From an optimization exercise on the open Yosys and OpenROAD flow, aimed at small area; shortcuts taken in it are not production practice.
The RTL was checked by simulation tests, not by an equivalence proof against the original design.
Power figures rest on the tool's default switching activity, not on a simulated workload.

==> flow/design.v (excerpt) <==
module img_proc_top(
    input           i_clk,
    input           someport, 
    input           i_data_valid,
    input [11:0]    pixel_in,
    output          o_data_valid,
    output [17:0]   o_waddr,
    output [11:0]   o_data,
    input [2:0]     filter_sel
);
    wire rst   = someport;
    wire mode2 = (filter_sel == 3'd2);
    wire mode3 = (filter_sel == 3'd3);
    wire [3:0] r_in = pixel_in[11:8];
    wire [3:0] g_in = pixel_in[7:4];
    wire [3:0] b_in = pixel_in[3:0];
    wire gy_0 = r_in[1] ^ r_in[0] ^ g_in[2];
    wire gy_1 = (r_in[1] & r_in[0]) | (r_in[1] & g_in[2]) | (r_in[0] & g_in[2]);
    wire gy_2 = r_in[2] ^ r_in[1] ^ g_in[3];
    wire gy_3 = (r_in[2] & r_in[1]) | (r_in[2] & g_in[3]) | (r_in[1] & g_in[3]);
    wire gy_4 = g_in[2] ^ g_in[0] ^ b_in[2];
    wire gy_5 = (g_in[2] & g_in[0]) | (g_in[2] & b_in[2]) | (g_in[0] & b_in[2]);
    wire gy_6 = r_in[3] ^ r_in[2] ^ g_in[3];
    wire gy_7 = (r_in[3] & r_in[2]) | (r_in[3] & g_in[3]) | (r_in[2] & g_in[3]);
    wire gy_8 = g_in[1] ^ b_in[3] ^ b_in[2];
    wire gy_9 = (g_in[1] & b_in[3]) | (g_in[1] & b_in[2]) | (b_in[3] & b_in[2]);
    wire gy_10 = r_in[3] ^ r_in[0] ^ g_in[2];
    wire gy_11 = (r_in[3] & r_in[0]) | (r_in[3] & g_in[2]) | (r_in[0] & g_in[2]);
    wire gy_12 = r_in[3] ^ r_in[1] ^ g_in[2];
    wire gy_13 = (r_in[3] & r_in[1]) | (r_in[3] & g_in[2]) | (r_in[1] & g_in[2]);
    wire gy_14 = r_in[2] ^ g_in[3] ^ g_in[0];
    wire gy_15 = (r_in[2] & g_in[3]) | (r_in[2] & g_in[0]) | (g_in[3] & g_in[0]);
    wire gy_16 = r_in[3] ^ r_in[0] ^ g_in[1];
  ...
For scale: ~2000 cells after synthesis, ~1200 flip-flops, roughly 49 I/O pins, roughly 0.043 mm² of cells after synthesis.
Settings: LEC_CHECK=0, CAP_MARGIN=0, CORE_MARGIN=2, CORE_UTILIZATION=45, CTS_BUF_LIST=sky130_fd_sc_hd__clkbuf_4, CTS_CLUSTER_DIAMETER=50, CTS_CLUSTER_SIZE=8, GPL_TIMING_DRIVEN=0, SLEW_MARGIN=0; clock period 10.0 ns.
run.sh (not shown) runs the stock make flow with config.mk's settings and CLKGATE_MAP_FILE= SYNTH_SCRIPT=/design/flow/synth_recipe.tcl, a recipe that flattens the netlist after the stock synthesis.
Edit:
--- a/flow/design.v
+++ b/flow/design.v
@@ -129,50 +129,54 @@
     always @(posedge i_clk) begin
         if (rst || ctr == 10'd767) ctr <= 10'd0;
         else if (outv) ctr <= ctr + 10'd1;
     end
     wire [31:0] low;
     genvar i;
     generate
         for (i = 0; i < 32; i = i + 1) begin : g_low
             assign low[i] = pop && (ph <= 6'd33 - i);
         end
     endgenerate
     reg [383:0] qo, qm, qn;
-    wire chain = pop || (i_data_valid && !primed);
+    wire fill  = i_data_valid && !primed;
+    wire chain = pop || fill;
+    wire pop_o = (ph >= 6'd2) && (ph <= 6'd35);
+    wire rot_o = (ph == 6'd2) || (ph == 6'd3);
+    reg [11:0] d1, d2;
+    always @(posedge i_clk) begin
+        d1 <= qm[11:0];
+        d2 <= d1;
+    end
     wire [31:0] en_n = {32{i_data_valid}} | low;
     always @(posedge i_clk)
-        if (chain) begin
-            qo <= {qm[11:0], qo[383:12]};
+        if (pop_o || fill)
+            qo <= {fill ? qm[11:0] : (rot_o ? qo[11:0] : d2), qo[383:12]};
+    always @(posedge i_clk)
+        if (chain)
             qm <= {qn[11:0], qm[383:12]};
-        end
     generate
         for (i = 0; i < 31; i = i + 1) begin : g_n
             always @(posedge i_clk)
                 if (en_n[i]) qn[i*12 +: 12] <= qn[(i+1)*12 +: 12];
         end
     endgenerate
     always @(posedge i_clk)
         if (en_n[31]) qn[383:372] <= pix_st;
-    reg [23:0] wrap;
-    always @(posedge i_clk)
-        if (ph == 6'd2) wrap <= qo[23:0];
     wire last1 = (ph == 6'd32);
     wire last2 = (ph == 6'd33);
     wire last  = last1 || last2;
-    wire [35:0] O = {last2 ? wrap[23:12] : (last1 ? wrap[11:0] : qo[35:24]),
-                     last2 ? wrap[11:0] : qo[23:12],
-                     qo[11:0]};
-    wire [35:0] M = {last ? qo[35:24] : qm[35:24],
-                     last2 ? qo[23:12] : qm[23:12],
+    wire [35:0] O = qo[35:0];
+    wire [35:0] M = {last ? qo[59:48] : qm[35:24],
+                     last2 ? qo[47:36] : qm[23:12],
                      qm[11:0]};
     wire [35:0] N = {last ? qm[35:24] : qn[35:24],
                      last2 ? qm[23:12] : qn[23:12],
                      qn[11:0]};
     wire ga0_0 = N[9] ^ N[20] ^ N[33];
     wire ga0_1 = (N[9] & N[20]) | (N[9] & N[33]) | (N[20] & N[33]);
     wire ga0_2 = N[10] ^ N[21] ^ N[34];
     wire ga0_3 = (N[10] & N[21]) | (N[10] & N[34]) | (N[21] & N[34]);
     wire ga0_4 = M[9] ^ M[20] ^ M[33];
     wire ga0_5 = (M[9] & M[20]) | (M[9] & M[33]) | (M[20] & M[33]);
     wire ga0_6 = N[11] ^ N[22] ^ N[35];
     wire ga0_7 = (N[11] & N[22]) | (N[11] & N[35]) | (N[22] & N[35]);
What happened: The new run finished with timing, DRC and antenna clean; wire length rises slightly; clock power rises by a few percent; via count drops slightly; area after synthesis falls slightly; synthesized cell count shrinks slightly.

---

Starting RTL as in the previous note.
clock: 10.0 ns
lec_check: 0
cap_margin: 20
core_margin: 2
core_utilization: 45
cts_buf_list: sky130_fd_sc_hd__clkbuf_8
cts_cluster_diameter: 55
cts_cluster_size: 17
gpl_timing_driven: 0
slew_margin: 20
The first run completed without violations.
Change:
--- a/flow/design.v
+++ b/flow/design.v
@@ -97,85 +97,86 @@
     wire gy_79 = (gy_55 & gy_56) | (gy_55 & gy_38) | (gy_56 & gy_38);
     wire gy_80 = gy_57 ^ gy_58 ^ g_in[1];
     wire gy_81 = (gy_57 & gy_58) | (gy_57 & g_in[1]) | (gy_58 & g_in[1]);
     wire gy_82 = gy_59 ^ r_in[3] ^ g_in[2];
     wire gy_83 = (gy_59 & r_in[3]) | (gy_59 & g_in[2]) | (r_in[3] & g_in[2]);
     wire [14:0] gy_a = {1'b0, gy_83, gy_81, gy_79, gy_77, gy_75, gy_73, gy_71, gy_69, gy_67, gy_65, gy_63, gy_61, gy_60, r_in[0]};
     wire [14:0] gy_b = {1'b0, g_in[3], gy_82, gy_80, gy_78, gy_76, gy_74, gy_72, gy_70, gy_68, gy_66, gy_64, gy_62, 1'b0, b_in[0]};
     wire [14:0] gy_sum = gy_a + gy_b;
     wire [3:0] gray = gy_sum[14:11];
     wire [11:0] pix_st = {mode3 ? gray : r_in, g_in, b_in};
     reg [4:0] wcol;      
+    reg [2:0] wq;        
     reg [1:0] nrows;     
     reg [5:0] ph;        
     reg [9:0] ctr;       
     wire row_done = i_data_valid && (wcol == 5'd31);
-    wire trigger  = row_done && nrows[1];
-    wire primed   = (nrows == 2'd3);
+    wire trigger  = row_done && (nrows == 2'd2);
     wire pop      = (ph >= 6'd2) && (ph <= 6'd33);   
     wire outv     = (ph >= 6'd5);                     
     always @(posedge i_clk) begin
         if (rst) begin
             wcol  <= 5'd0;
+            wq    <= 3'b001;
             nrows <= 2'd0;
             ph    <= 6'd0;
         end else begin
             if (i_data_valid) wcol <= wcol + 5'd1;
-            if (row_done && !primed) nrows <= nrows + 2'd1;
+            if (row_done) begin
+                wq <= {wq[1:0], wq[2]};
+                if (nrows != 2'd2) nrows <= nrows + 2'd1;
+            end
             if (trigger) ph <= 6'd1;
             else if (ph == 6'd36) ph <= 6'd0;
             else if (ph != 6'd0) ph <= ph + 6'd1;
         end
     end
     always @(posedge i_clk) begin
         if (rst || ctr == 10'd767) ctr <= 10'd0;
         else if (outv) ctr <= ctr + 10'd1;
     end
     wire [31:0] low;
-    genvar i;
+    genvar k, i;
     generate
         for (i = 0; i < 32; i = i + 1) begin : g_low
             assign low[i] = pop && (ph <= 6'd33 - i);
         end
     endgenerate
-    reg [383:0] qo, qm, qn;
-    wire chain = pop || (i_data_valid && !primed);
-    wire [31:0] en_n = {32{i_data_valid}} | low;
-    always @(posedge i_clk)
-        if (chain) begin
-            qo <= {qm[11:0], qo[383:12]};
-            qm <= {qn[11:0], qm[383:12]};
-        end
+    wire [35:0] tap [0:2];
     generate
-        for (i = 0; i < 31; i = i + 1) begin : g_n
+        for (k = 0; k < 3; k = k + 1) begin : g_q
+            reg [383:0] d;
+            wire is_w = wq[k];
+            wire arr  = is_w && i_data_valid;
+            wire [31:0] en = {32{arr}} | (is_w ? low : {32{pop}});
+            wire [11:0] in31 = is_w ? pix_st : d[11:0];
+            for (i = 0; i < 31; i = i + 1) begin : g_s
+                always @(posedge i_clk)
+                    if (en[i]) d[i*12 +: 12] <= d[(i+1)*12 +: 12];
+            end
             always @(posedge i_clk)
-                if (en_n[i]) qn[i*12 +: 12] <= qn[(i+1)*12 +: 12];
+                if (en[31]) d[383:372] <= in31;
+            assign tap[k] = d[35:0];
         end
     endgenerate
-    always @(posedge i_clk)
-        if (en_n[31]) qn[383:372] <= pix_st;
+    wire [35:0] Ot = ({36{wq[0]}} & tap[0]) | ({36{wq[1]}} & tap[1]) | ({36{wq[2]}} & tap[2]);
+    wire [35:0] M  = ({36{wq[2]}} & tap[0]) | ({36{wq[0]}} & tap[1]) | ({36{wq[1]}} & tap[2]);
+    wire [35:0] N  = ({36{wq[1]}} & tap[0]) | ({36{wq[2]}} & tap[1]) | ({36{wq[0]}} & tap[2]);
     reg [23:0] wrap;
     always @(posedge i_clk)
-        if (ph == 6'd2) wrap <= qo[23:0];
+        if (ph == 6'd2) wrap <= Ot[23:0];
     wire last1 = (ph == 6'd32);
     wire last2 = (ph == 6'd33);
-    wire last  = last1 || last2;
-    wire [35:0] O = {last2 ? wrap[23:12] : (last1 ? wrap[11:0] : qo[35:24]),
-                     last2 ? wrap[11:0] : qo[23:12],
-                     qo[11:0]};
-    wire [35:0] M = {last ? qo[35:24] : qm[35:24],
-                     last2 ? qo[23:12] : qm[23:12],
-                     qm[11:0]};
-    wire [35:0] N = {last ? qm[35:24] : qn[35:24],
-                     last2 ? qm[23:12] : qn[23:12],
-                     qn[11:0]};
+    wire [35:0] O = {last2 ? wrap[23:12] : (last1 ? wrap[11:0] : Ot[35:24]),
+                     last2 ? wrap[11:0] : Ot[23:12],
+                     Ot[11:0]};
     wire ga0_0 = N[9] ^ N[20] ^ N[33];
     wire ga0_1 = (N[9] & N[20]) | (N[9] & N[33]) | (N[20] & N[33]);
     wire ga0_2 = N[10] ^ N[21] ^ N[34];
     wire ga0_3 = (N[10] & N[21]) | (N[10] & N[34]) | (N[21] & N[34]);
     wire ga0_4 = M[9] ^ M[20] ^ M[33];
     wire ga0_5 = (M[9] & M[20]) | (M[9] & M[33]) | (M[20] & M[33]);
     wire ga0_6 = N[11] ^ N[22] ^ N[35];
     wire ga0_7 = (N[11] & N[22]) | (N[11] & N[35]) | (N[22] & N[35]);
     wire ga0_8 = M[10] ^ M[21] ^ M[34];
     wire ga0_9 = (M[10] & M[21]) | (M[10] & M[34]) | (M[21] & M[34]);
     wire ga0_10 = O[11] ^ O[22] ^ O[35];
The changed run finished with timing, DRC and antenna clean.
Worst setup slack is worse by 0.39 ns.
Hold slack improves by 0.0061 ns.
Clock power came out lower by 11%.
Synthesized area went up by 4.0%.
Core utilization drops by 0.85 points.
Wire length is higher by 46%.
Via count goes up by 20%.
Clock-buffer cell count came out lower by 10.

-- afterwards: timing with drivers on the ports --
The results above use ideal ports. As a check the final layouts listed here were re-extracted and re-timed, cells and wires unchanged. Step 1, drivers: a clkbuf_16 drives i_clk and a buf_2 each remaining input, both assumed. Step 2 times the ports against the registers' clock, not the clock port: input delays grow and output delays shrink by t, the midpoint of the rising clock arrivals with the driver on. a / b / c = no drivers / after step 1 / after step 2; a / b = the first two.
run	shift t [ns]	setup slack, ns	slew at the worst register clock pin (ns)	pins driven straight from the clock port
the first run of note 1	1.076	3.071 / 3.071 / 3.071	0.11 / 0.11	1
the second run of note 1	1.054	3.276 / 3.276 / 3.161	0.11 / 0.11	1
the first run of note 2	0.798	2.981 / 2.981 / 2.981	0.11 / 0.11	1
the second run of note 2	0.826	2.591 / 2.591 / 2.591	0.10 / 0.10	1
After both steps every run listed still meets setup and hold. For the second run of note 1, which loses most, drivers alone change the setup slack by 0.000 ns; drivers and shift together by -0.115 ns.
